Background: an optimization exercise with open tools, aiming at small area and a short achievable clock period. Do not read the settings as production practice.
No run shown here included a check of the RTL's function; only the layout flow was run.

==> flow/design.v, too long to show whole: its modules and the start of the top module <==
// module FIR_Filter_16tap: 3091 lines
module FIR_Filter_16tap #(parameter N = 16)(
    input clk, reset, enable,
    input [N-1:0] data_in,
    output [31:0] data_out
);
  // ...
==> flow/flow/run.sh <==
#!/bin/bash
# Layout flow: the standard flow with its synthesis netlist replaced by a
# hand-built gate netlist of the same design (flow/hand.py, the script that
# also wrote rtl/fir_filter_16tap.v, so registers and adder structure match
# the RTL one for one), then
#  - flow/fixpol.py removes inverters around full adders (a full adder is
#    self-dual); the logic function is unchanged;
#  - timing repair aims at a setup margin of 11.3 ns (about a 4.7 ns period)
#    instead of the bare 16 ns clock;
#  - ports are buffered with buf_4 cells, and the clock tree uses clkbuf_8
#    cells, sink clusters of 15 and no dummy loads.
# The standard synthesis still runs first; if its registers (names and cell
# types) differ from the hand netlist's, its own netlist is kept instead.
# Logs: make_synth.log, hand.log, fixpol.log, make_finish.log here, and the
# ORFS logs under orfs/logs.
set -euo pipefail
MARGIN=${MARGIN:-11.3}
CTS="-sink_clustering_enable -repair_clock_nets -dont_use_dummy_load -buf_list {sky130_fd_sc_hd__clkbuf_8} -sink_clustering_size 15 -sink_clustering_max_diameter 60"
R=orfs/results/sky130hd/FIR_Filter_16tap/base
bash standard.sh synth > make_synth.log 2>&1
cp $R/1_2_yosys.v std_synth.v
python3 flow/hand.py --pol alt --csC --x1c --cpaA bk --fast3 -o hand.v > hand.log 2>&1
regs() { grep -o 'dfxtp_1 [^ ]*' "$1" | sort; }
if [[ "$(regs std_synth.v)" == "$(regs hand.v)" ]] && [[ $(regs hand.v | wc -l) -gt 0 ]]; then
  echo "using hand netlist" >> hand.log
  cp hand.v $R/1_2_yosys.v
else
  echo "register mismatch: keeping the standard netlist" >> hand.log
fi
python3 flow/fixpol.py $R/1_2_yosys.v > fixpol.log 2>&1
touch $R/1_2_yosys.v
bash standard.sh finish SETUP_SLACK_MARGIN=$MARGIN "BUFFER_PORTS_ARGS=-buffer_cell sky130_fd_sc_hd__buf_4" "CTS_ARGS=$CTS" > make_finish.log 2>&1
==> flow/flow/fixpol.py <==
#!/usr/bin/env python3
"""Remove inverters around full adders in a mapped sky130hd netlist.

A full adder is self-dual: FA(~a,~b,~c) = (~cout, ~sum).  Yosys' extract_fa
often leaves inverters between adders; this picks, for every fa cell, whether
it works on true or complemented signals so that as few inverters as
possible remain.  The logic function of the netlist is unchanged.
usage: fixpol.py netlist.v  (rewritten in place)
"""
import re, sys, os, collections, random

path = sys.argv[1]
text = open(path).read()
m = re.search(r'^module\s.*?^endmodule', text, re.S | re.M)
body = m.group(0)

cell_re = re.compile(r'^\s*(sky130_fd_sc_hd__\w+)\s+(\S+)\s*\((.*?)\);\s*$', re.S | re.M)
pin_re = re.compile(r'\.(\w+)\(\s*(.*?)\s*\)\s*(?:,|$)', re.S)
OUTPINS = {'X', 'Y', 'Q', 'Q_N', 'SUM', 'COUT', 'HI', 'LO'}

cells = []
for cm in cell_re.finditer(body):
    typ, name, pins = cm.group(1), cm.group(2), cm.group(3)
    pl = [(p, n.strip()) for p, n in pin_re.findall(pins.strip())]
    cells.append([typ, name, pl, cm.start(), cm.end()])

assigns = [(a.start(), a.end(), a.group(1).strip(), a.group(2).strip())
           for a in re.finditer(r'^\s*assign\s+(.*?)\s*=\s*(.*?)\s*;\s*$', body, re.M)]
ports = set()
for pm in re.finditer(r'^\s*(?:input|output|inout)\s+(?:\[[^\]]*\]\s*)?(.*?);', body, re.M):
    for n in pm.group(1).split(','):
        ports.add(n.strip())
def is_port(net):
    base = net.split('[')[0].strip()
    return base in ports or net in ports

inv_of = {}                      # inverter output net -> input net
inv_cells = set()
for i, c in enumerate(cells):
    if re.match(r'sky130_fd_sc_hd__inv_\d+$', c[0]):
        d = dict(c[2])
        if is_port(d['Y']):
            continue             # keep: drives a port
        inv_of[d['Y']] = d['A']
        inv_cells.add(i)

def resolve(n):
    pol = 0
    while n in inv_of:
        n = inv_of[n]; pol ^= 1
    return n, pol

driver_fa = {}                   # root net -> fa cell index
fas = [i for i, c in enumerate(cells) if re.match(r'sky130_fd_sc_hd__fa_\d+$', c[0])]
for i in fas:
    for p, n in cells[i][2]:
        if p in ('SUM', 'COUT'):
            driver_fa[n] = i

# consumers: (cell index or None, pin index or assign idx, root, pol, is_fa)
cons = []
for i, c in enumerate(cells):
    if i in inv_cells: continue
    isfa = i in driver_fa.values() or c[0].startswith('sky130_fd_sc_hd__fa_')
    for k, (p, n) in enumerate(c[2]):
        if p in OUTPINS: continue
        if not n or n.startswith("1'") or n.startswith("'"): continue
        r, pol = resolve(n)
        cons.append(('c', i, k, r, pol, isfa))
for k, (s, e, lhs, rhs) in enumerate(assigns):
    if rhs.startswith("1'") or rhs.startswith('{'): continue
    r, pol = resolve(rhs)
    cons.append(('a', k, None, r, pol, False))

flip = collections.defaultdict(int)
by_root = collections.defaultdict(list)
by_cell = collections.defaultdict(list)
for ci, cn in enumerate(cons):
    by_root[cn[3]].append(ci)
    if cn[0] == 'c' and cn[5]: by_cell[cn[1]].append(ci)

def parity(ci):
    kind, i, k, r, pol, isfa = cons[ci]
    p = pol ^ (flip[driver_fa[r]] if r in driver_fa else 0)
    if isfa: p ^= flip[i]
    return p
def root_cost(r):
    return 1 if any(parity(ci) for ci in by_root[r]) else 0
def fa_roots(i):
    rs = set(cons[ci][3] for ci in by_cell[i])
    for p, n in cells[i][2]:
        if p in ('SUM', 'COUT'): rs.add(n)
    return rs
def total():
    return sum(root_cost(r) for r in by_root)

before = total()
rng = random.Random(1)
roots_of = {i: fa_roots(i) for i in fas}
def delta(i):
    rs = roots_of[i]
    c0 = sum(root_cost(r) for r in rs)
    flip[i] ^= 1
    c1 = sum(root_cost(r) for r in rs)
    flip[i] ^= 1
    return c1 - c0
def greedy():
    improved = True
    while improved:
        improved = False
        for i in fas:
            if delta(i) < 0:
                flip[i] ^= 1; improved = True
greedy()
cur = total(); best = cur; bestflip = dict(flip)
if fas:
    T = 2.0
    steps = int(os.environ.get("FIXPOL_STEPS", "1000")) * len(fas)
    for step in range(steps):
        T = 2.0 * (1 - step / steps) + 0.05
        i = rng.choice(fas)
        d = delta(i)
        if d <= 0 or rng.random() < pow(2.718, -d / T):
            flip[i] ^= 1; cur += d
            if cur < best:
                best = cur; bestflip = dict(flip)
    flip.clear(); flip.update(bestflip)
    greedy()
after = total()

# rewrite
invnet = {}
newcells = []
def comp(r):
    if r not in invnet:
        invnet[r] = '_fixpol_%d_' % len(invnet)
    return invnet[r]
pinrep = {}
for ci, cn in enumerate(cons):
    kind, i, k, r, pol, isfa = cn
    net = comp(r) if parity(ci) else r
    pinrep[(kind, i, k)] = net

out = []
pos = 0
edits = []
for i, c in enumerate(cells):
    if i in inv_cells:
        edits.append((c[3], c[4], ''))
        continue
    pl = []
    for k, (p, n) in enumerate(c[2]):
        pl.append((p, pinrep.get(('c', i, k), n)))
    s = '  %s %s (\n%s\n  );' % (c[0], c[1], ',\n'.join('    .%s(%s)' % (p, n if not n.startswith('\\') else n + ' ') for p, n in pl))
    edits.append((c[3], c[4], s))
for k, (s, e, lhs, rhs) in enumerate(assigns):
    if ('a', k, None) in pinrep:
        n = pinrep[('a', k, None)]
        edits.append((s, e, '  assign %s = %s;' % (lhs, n if not n.startswith('\\') else n + ' ')))
edits.sort()
nb = []
for s, e, rep in edits:
    nb.append(body[pos:s]); nb.append(rep); pos = e
nb.append(body[pos:])
nb = ''.join(nb)
decl = ''.join('  wire %s;\n' % w for w in invnet.values())
invs = ''.join('  sky130_fd_sc_hd__inv_1 _fixpol_inv_%d_ (\n    .A(%s),\n    .Y(%s)\n  );\n' % (j, r if not r.startswith('\\') else r + ' ', w) for j, (r, w) in enumerate(invnet.items()))
nb = nb.replace('endmodule', decl + invs + 'endmodule')
# declarations must come before use for some readers: insert after the port list
hdr_end = nb.index(');') + 2
nb = nb[:hdr_end] + '\n' + decl + nb[hdr_end:].replace(decl + invs + 'endmodule', invs + 'endmodule')
open(path, 'w').write(text[:m.start()] + nb + text[m.end():])
print('fixpol: fa %d, inverters %d -> %d' % (len(fas), len(inv_cells), len(invnet)), file=sys.stderr)
==> flow/standard.sh <==
#!/bin/bash
# synth_recipe.tcl (not shown) runs the flow's synth.tcl, then flattens the netlist and writes it again
# the make line also repeats each setting of config.mk as NAME=value (left out here)
make -C /OpenROAD-flow-scripts/flow DESIGN_CONFIG=/design/flow/config.mk WORK_HOME=/design/flow/orfs CLKGATE_MAP_FILE= SYNTH_SCRIPT=/design/flow/synth_recipe.tcl "${@:-finish}"
==> flow/config.mk <==
export PLATFORM = sky130hd
export DESIGN_NAME = FIR_Filter_16tap
export DESIGN_NICKNAME = FIR_Filter_16tap
export VERILOG_FILES = /design/flow/design.v
export SDC_FILE = /design/flow/constraint.sdc
export NUM_CORES = 4
export LEC_CHECK = 0
export CAP_MARGIN = 20
export CORE_MARGIN = 2
export CORE_UTILIZATION = 62
export SLEW_MARGIN = 20
==> flow/constraint.sdc <==
create_clock -name core_clock -period 16.0 [get_ports {clk}]
set_input_delay 3.2000 -clock core_clock [delete_from_list [all_inputs] [get_ports {clk}]]
set_output_delay 3.2000 -clock core_clock [all_outputs]
set_load 0.01 [all_outputs]
Not shown: flow/flow/hand.py
==> run notes, run 1 <==
hold crit path type=reg -> reg; biggest regs=Cs: 25 flops, y1: 25 flops, Cc: 19 flops; multi-input gate count=926; vias post-DR=8991; FF-to-FF setup slack=approximately 12 ns; crit start category=input port; Layout non-clock buf frac=between 2 and 3%; initial core utilization=62.9%; Worst-Margin Slew=0.977 ns; sequential cell count=325; clk slew on worst S/H paths=0.09 ns; Critical Path End Type=flop; Rows=58; clock skew=0.0581 ns; RSZ-0062 raised after global routing=true; Final GP Congestion=0.795; gr usage total=23.2%; fraction of area in multi-input gates=52.3%; core box area=0.0250 sq mm; WP data required=16.41 ns; Slew HR=34.9%; first-pass GRT wire length=48400 um; Fillers=around 1900; layout cells sized above 1=9.39%; Final Non-Filler Cells=between 1500 and 2000; Arrival @ worst endpoint=5.06 ns; Top-Level Pins=51; Synth Net Count=1668; CP delay by family, top=XOR/XNOR gates; post-route core utilization=between 60 and 70%; hold_buf cts=0; maximum number of pins on one net before global-route repair=96; Final HPWL DP=21600 um; Worst-Skew Late Latency=0.59 ns; status=complete, no violations; Ant. Diodes=0
==> run 2, diff against run 1 <==
--- a/flow/flow/run.sh
+++ b/flow/flow/run.sh
@@ -14,7 +14,7 @@
 # Logs: make_synth.log, hand.log, fixpol.log, make_finish.log here, and the
 # ORFS logs under orfs/logs.
 set -euo pipefail
-MARGIN=${MARGIN:-11.3}
+MARGIN=${MARGIN:-11.5}
 CTS="-sink_clustering_enable -repair_clock_nets -dont_use_dummy_load -buf_list {sky130_fd_sc_hd__clkbuf_8} -sink_clustering_size 15 -sink_clustering_max_diameter 60"
 R=orfs/results/sky130hd/FIR_Filter_16tap/base
 bash standard.sh synth > make_synth.log 2>&1
==> run notes, run 2 <==
Die X=about 160 um; CTS Buf Count=30; Final GP Congestion=0.795 (unchanged); endpoints failing hold=0; crit-path cells=buf_12 -> xor3_1 -> xnor2_2 -> nor2_4 -> a21oi_2 -> o21ai_4 -> a21oi_4 -> inv_2 -> a21oi_2 -> xor2_1 -> nor2_1; vias post-DR=9118 (+1.4%); Final min period=roughly 4.6 ns; I/O Buffers=43; Root Driver=clkbuf_8; core box area=0.0250 sq mm (unchanged); post-route setup TNS=0 ns; commonest non-fill, non-tap cell in the layout=dfxtp_1; Cells after Synth=between 1000 and 1500; Worst R2R Start=y1[0]; clock sinks=between 300 and 400; Worst-Margin Slew=0.982 ns (+0.00457 ns); Ant. Diodes=0 (unchanged); crit path from=data_in[5]; Mapped Area=0.0158 sq mm; Die Y-Extent=approximately 160 um; Final HPWL DP=21600 um (unchanged); area grow syn2layout=12.6%; Final ANT Viol Nets=0; initial core utilization=62.9% (unchanged); Vias/cell=5.01; WP data required=16.45 ns (+0.04 ns); hold crit path type=reg -> reg; total gr overflow=0; terminus of the critical flop-to-flop path=y1[22]; final setup fails=0; first-pass GRT wire length=48900 um (+1.2%); drt pass-1 iters=4; biggest regs=Cs: 25 flops, y1: 25 flops, Cc: 19 flops; Die ar.=0.0267 sq mm; final net count=1779; Fillers=1817 (-3.3%); Synth Net Count=1668 (unchanged); register cell area after layout=0.00652 sq mm; crit path max fanout=7; Critical Path End Type=flop; Syn. warnings=1; hold_buf cts=0 (unchanged); most frequent cell on the critical path=a21oi_2; Pins Over Slew Limit=0; Final Cycle Share=between 20 and 30%; DRT iter0 DRCs=434; initial antenna violation count=0; commonest cells after routing, fill and taps aside=316 x dfxtp_1, 258 x fa_1, 213 x nand2_1, 190 x nor2_1, 128 x inv_1; FF-to-FF setup slack=11.71 ns (+0.10 ns); metal3 WL=787 um; Top-Level Pins=51 (unchanged); CP endpoint=y1[22]; TritonCTS clock tree=yes; Worst-Skew Late Latency=0.59 ns (about the same); area of the multi-input gates=about 0.009 sq mm; vias in the first global route=9839; RSZ-0062 raised after global routing=true; top layer used by detailed routing=met4; Final WS setup=11.41 ns; Reg2Reg Depth=21; clock skew=0.0587 ns (+0.000670 ns); CP max stage cell=xor3_1; maximum number of pins on one net before global-route repair=96 (unchanged); Residual DRC=0; Achievable Freq=218 MHz; worst slack, placed=9.85 ns; gr usage total=23.4% (+0.27 points); WS Path Type=in -> reg; wirelength, routed=29200 um; WL/cell=approximately 16 um; crit start category=input port; layout cells sized above 1=12.6% (+3.2 points); syn_area_per_cell=around 11 sq um; CTS H-tree depth=1; met2 wire length=14600 um; CP peak stage delay=around 0.4 ns; Arrival @ worst endpoint=5.04 ns (-0.02 ns); status=complete, no violations; Slew HR=34.6% (-0.30 points); Max Cap Viol=0; WL met1=13100 um; clk slew on worst S/H paths=0.10 ns (about the same); Rows=58 (unchanged); Max clock buf depth=3
==> run 2: changes by cell type in the layout (fill, tap and decap cells not counted), moves of 2 or more <==
cell	before	now
buf_12	1	8
buf_4	51	65
dfxtp_1	325	316
dfxtp_2	0	9
nand2_1	215	213
nand2_2	1	3
nor2_1	192	190
nor2_4	3	6
o21ai_0	33	25
o21ai_2	6	13
xnor2_1	56	54
xnor2_4	2	4
==> run 2: critical path: cells and delay by family <==
| kind | cells | cell delay (ns) |
|---|---|---|
| xor+xnor | 3 | 0.86 |
| compound gates | 4 | 0.66 |
| simple gates | 2 | 0.14 |
| buf+inv | 2 | 0.18 |
==> run 2: layout make-up <==
| type | instances | share of cell area, % |
|---|---|---|
| Timing Repair Buffer | 79 | 4.03 |
| Tap cell | 330 | 2.33 |
| Sequential cell | 325 | 36.7 |
| Multi-Input combinational cell | 926 | 51.8 |
| Inverter | 131 | 2.80 |
| Clock buffer | 30 | 2.33 |
==> run 2: what timing repair did <==
action / CTS / global route
gates resized for setup: 65 / 95
pin swaps: 20 / 51
setup buffers: 21 / 12
endpoints found under the setup margin: 103 / 23
==> run 2: worst min path at each step <==
stage             from       end  slack [ns]  depth (start not counted)
2_1_floorplan   x11[0]   xn12[0]        0.35                          1
4_1_cts         x3[15]   xn4[15]        0.37                          1
3_3_place_gp    x11[0]   xn12[0]        0.35                          1
6_report        x3[15]   xn4[15]        0.37                          1
5_1_grt        x11[13]  xn12[13]        0.38                          1
3_5_place_dp    x11[7]   xn12[7]        0.36                          1
==> run 2: metrics by stage <==
stage | hold slack, ns | cell area, sq um | utilization [%] | cells
6_report | 0.373 | 17700 | 70.9 | 1821
5_1_grt | 0.384 | 17700 | 70.9 | 1821
4_1_cts | 0.373 | 17300 | 69.2 | 1809
3_5_place_dp | 0.356 | 16500 | 66.0 | 1758
3_3_place_gp | 0.353 | 16500 | 66.0 | 1758
2_1_floorplan | 0.352 | 15800 | - | 1382
==> run 2: routing by layer <==
metal  global-route usage, %  vias to the layer above
li1                        -                     4360
met3                    2.69                       47
met1                    32.5                     4604
met5                       0                        -
met2                    40.0                      107
met4                    5.71                        0
==> run 3, diff against run 2 <==
--- a/flow/flow/run.sh
+++ b/flow/flow/run.sh
@@ -14,7 +14,7 @@
 # Logs: make_synth.log, hand.log, fixpol.log, make_finish.log here, and the
 # ORFS logs under orfs/logs.
 set -euo pipefail
-MARGIN=${MARGIN:-11.5}
+MARGIN=${MARGIN:-11.7}
 CTS="-sink_clustering_enable -repair_clock_nets -dont_use_dummy_load -buf_list {sky130_fd_sc_hd__clkbuf_8} -sink_clustering_size 15 -sink_clustering_max_diameter 60"
 R=orfs/results/sky130hd/FIR_Filter_16tap/base
 bash standard.sh synth > make_synth.log 2>&1
==> run notes, run 3 <==
Final Non-Filler Cells=1840 (+1.0%); Achievable Freq=216 MHz (-0.91%); Final Cycle Share=28.9% (+0.26 points); Mapped Area=0.0158 sq mm (unchanged); Final ANT Viol Nets=0 (unchanged); Die Y-Extent=163 um (unchanged); hold_sp=xn4[2]; WS Path Type=in -> reg; Ant. Diodes=0 (unchanged); Max clock buf depth=3 (unchanged); biggest regs=Cs: 25 flops, y1: 25 flops, Cc: 19 flops; Placed Cells=1758 (unchanged); Residual DRC=0 (unchanged); Critical Path End Type=flop; worst slack, placed=9.85 ns (unchanged); wirelength, routed=29800 um (+2.3%); syn_area_per_cell=11.4 sq um (unchanged); Reg2Reg Depth=20 (-4.8%); drt pass-1 iters=4 (unchanged); RSZ-0062 raised after global routing=true; FF-to-FF setup slack=11.62 ns (-0.09 ns); Slew HR=52.1% (+18 points); core box area=0.0250 sq mm (unchanged); Hold Path Depth=1 (unchanged); endpoints failing hold=0 (unchanged); Final WS setup=11.37 ns (-0.0423 ns); Fillers=1800 (-0.94%); WP data required=16.42 ns (-0.03 ns); area grow syn2layout=13.7%; commonest non-fill, non-tap cell in the layout=dfxtp_1; clk slew on worst S/H paths=0.07 ns (-0.03 ns); grt peak-use layer=met2; CTS Buf Count=30 (unchanged); layout cells sized above 1=14.2% (+1.6 points); Worst-Margin Slew=0.719 ns (-0.263 ns); Arrival @ worst endpoint=5.05 ns (about the same); WL/cell=16.2 um (+1.2%); Top-Level Pins=51 (unchanged); total gr overflow=0 (unchanged); Die X=163 um (unchanged); commonest cells after routing, fill and taps aside=300 x dfxtp_1, 259 x fa_1, 214 x nand2_1, 190 x nor2_1, 128 x inv_1; initial core utilization=62.9% (unchanged); TritonCTS clock tree=yes; vias post-DR=9182 (+0.70%); Worst-Skew Late Latency=0.60 ns (about the same); Final GP Congestion=0.795 (unchanged); Hold Slack=0.373 ns (+0.000156 ns); post-route setup TNS=0 ns (unchanged); CTS H-tree depth=1 (unchanged); hold crit path type=reg -> reg; clock skew=0.0638 ns (+0.00508 ns); met3 usage=2.62% (-0.076 points); met2 GRT Util=41.2% (+1.2 points); Hold Path Sink=x5[2]; Cells after Synth=1382 (unchanged); initial antenna violation count=0 (unchanged); Root Driver=clkbuf_8; final net count=1798 (+1.1%); Final min period=4.63 ns (+0.0423 ns); DRT iter0 DRCs=478 (+10%); vias in the first global route=10025 (+1.9%); gr usage total=24.0% (+0.56 points); status=complete, no violations; Syn. warnings=1 (unchanged); final setup fails=0 (unchanged); crit start category=input port; Rows=58 (unchanged); Max Cap Viol=0 (unchanged); Synth Net Count=1668 (unchanged); clock sinks=325 (unchanged); terminus of the critical flop-to-flop path=y1[19]; I/O Buffers=43 (unchanged); Worst R2R Start=y1[0]; maximum number of pins on one net before global-route repair=96 (unchanged); Final HPWL DP=21600 um (unchanged); first-pass GRT wire length=50000 um (+2.1%); met1 usage=33.5% (+0.97 points); area of the multi-input gates=0.00913 sq mm (-0.68%); crit path max fanout=8 (+1); Die ar.=0.0267 sq mm (unchanged); Pins Over Slew Limit=0 (unchanged); Vias/cell=4.99 (-0.34%); register cell area after layout=0.00659 sq mm (+1.1%)
[run 3: area by class of cell]
| cell class | instances | area share (%) |
|---|---|---|
| Multi-Input combinational cell | 926 | 50.9 |
| Sequential cell | 325 | 36.8 |
| Timing Repair Buffer | 98 | 4.95 |
| Inverter | 131 | 2.77 |
| Clock buffer | 30 | 2.30 |
| Tap cell | 330 | 2.30 |
[run 3: worst max-delay path by stage]
stage,from,slack (ns),end
CTS,data_in[9],11.45,y1[19]
global route,data_in[3],11.25,y1[19]
detailed placement,data_in[2],9.85,y1[20]
finish,data_in[10],11.37,y1[19]
global placement,data_in[2],9.92,y1[22]
floorplan,enable,8.35,Cc[10]
[run 3: what timing repair did]
action	in CTS	in global routing
buffers inserted	42	10
endpoints found under the setup margin	123	141
pin swaps	50	22
gates resized for setup	153	42
hold buffers	0	0
[run 3: metal layers]
layer  vias up  share of wire (%)
met5         -                  0
met4         0                2.0
met3        39                2.5
met2       110                 50
met1      4639                 45
li1       4394                  -
[run 3: critical path, stage by stage]
cell,delay [ns]
buf_6,0.11
xor3_2,0.50
xnor2_4,0.23
o21ai_2,0.10
a21oi_4,0.18
o21ai_2,0.10
a21oi_4,0.21
buf_6,0.14
o21bai_1,0.08
xnor2_1,0.16
nor2_1,0.05
[run 3: through the flow]
stage	utilization (%)	instance area, sq um
after CTS	70.7	17700
after global placement	66.0	16500
final	71.6	17900
after global routing	71.6	17900
after floorplan	-	15800
after detailed placement	66.0	16500

==> afterwards: timing with drivers on the ports <==
Ports are ideal in the flow. The routed layouts listed here were re-timed in OpenROAD.
Step 1 (the two cells are an assumption about what drives the block):
set clk [get_ports {clk}]
set_driving_cell -lib_cell sky130_fd_sc_hd__clkbuf_16 $clk
set_driving_cell -lib_cell sky130_fd_sc_hd__buf_2 [delete_from_list [all_inputs] $clk]
Step 2 times the ports against the registers' clock, not the clock port: input delays grow and output delays shrink by t, the midpoint of the rising clock arrivals with the driver on.
Three values: no drivers, after step 1, after step 2; two values: the first two.
run | shift t [ns] | slack for setup (ns) | latest minus earliest clock arrival (ns) | pins driven straight from the clock port
run 1 | 0.611 | 11.351 / 11.366 / 10.756 | 0.073 / 0.073 | 1
run 2 | 0.617 | 11.413 / 11.396 / 10.779 | 0.068 / 0.068 | 1
run 3 | 0.617 | 11.370 / 11.374 / 10.757 | 0.081 / 0.080 | 1
After both steps setup and hold are still met in every run listed. The setup slack of run 2, which loses most, moves by -0.017 ns with the drivers and by -0.634 ns with both steps.
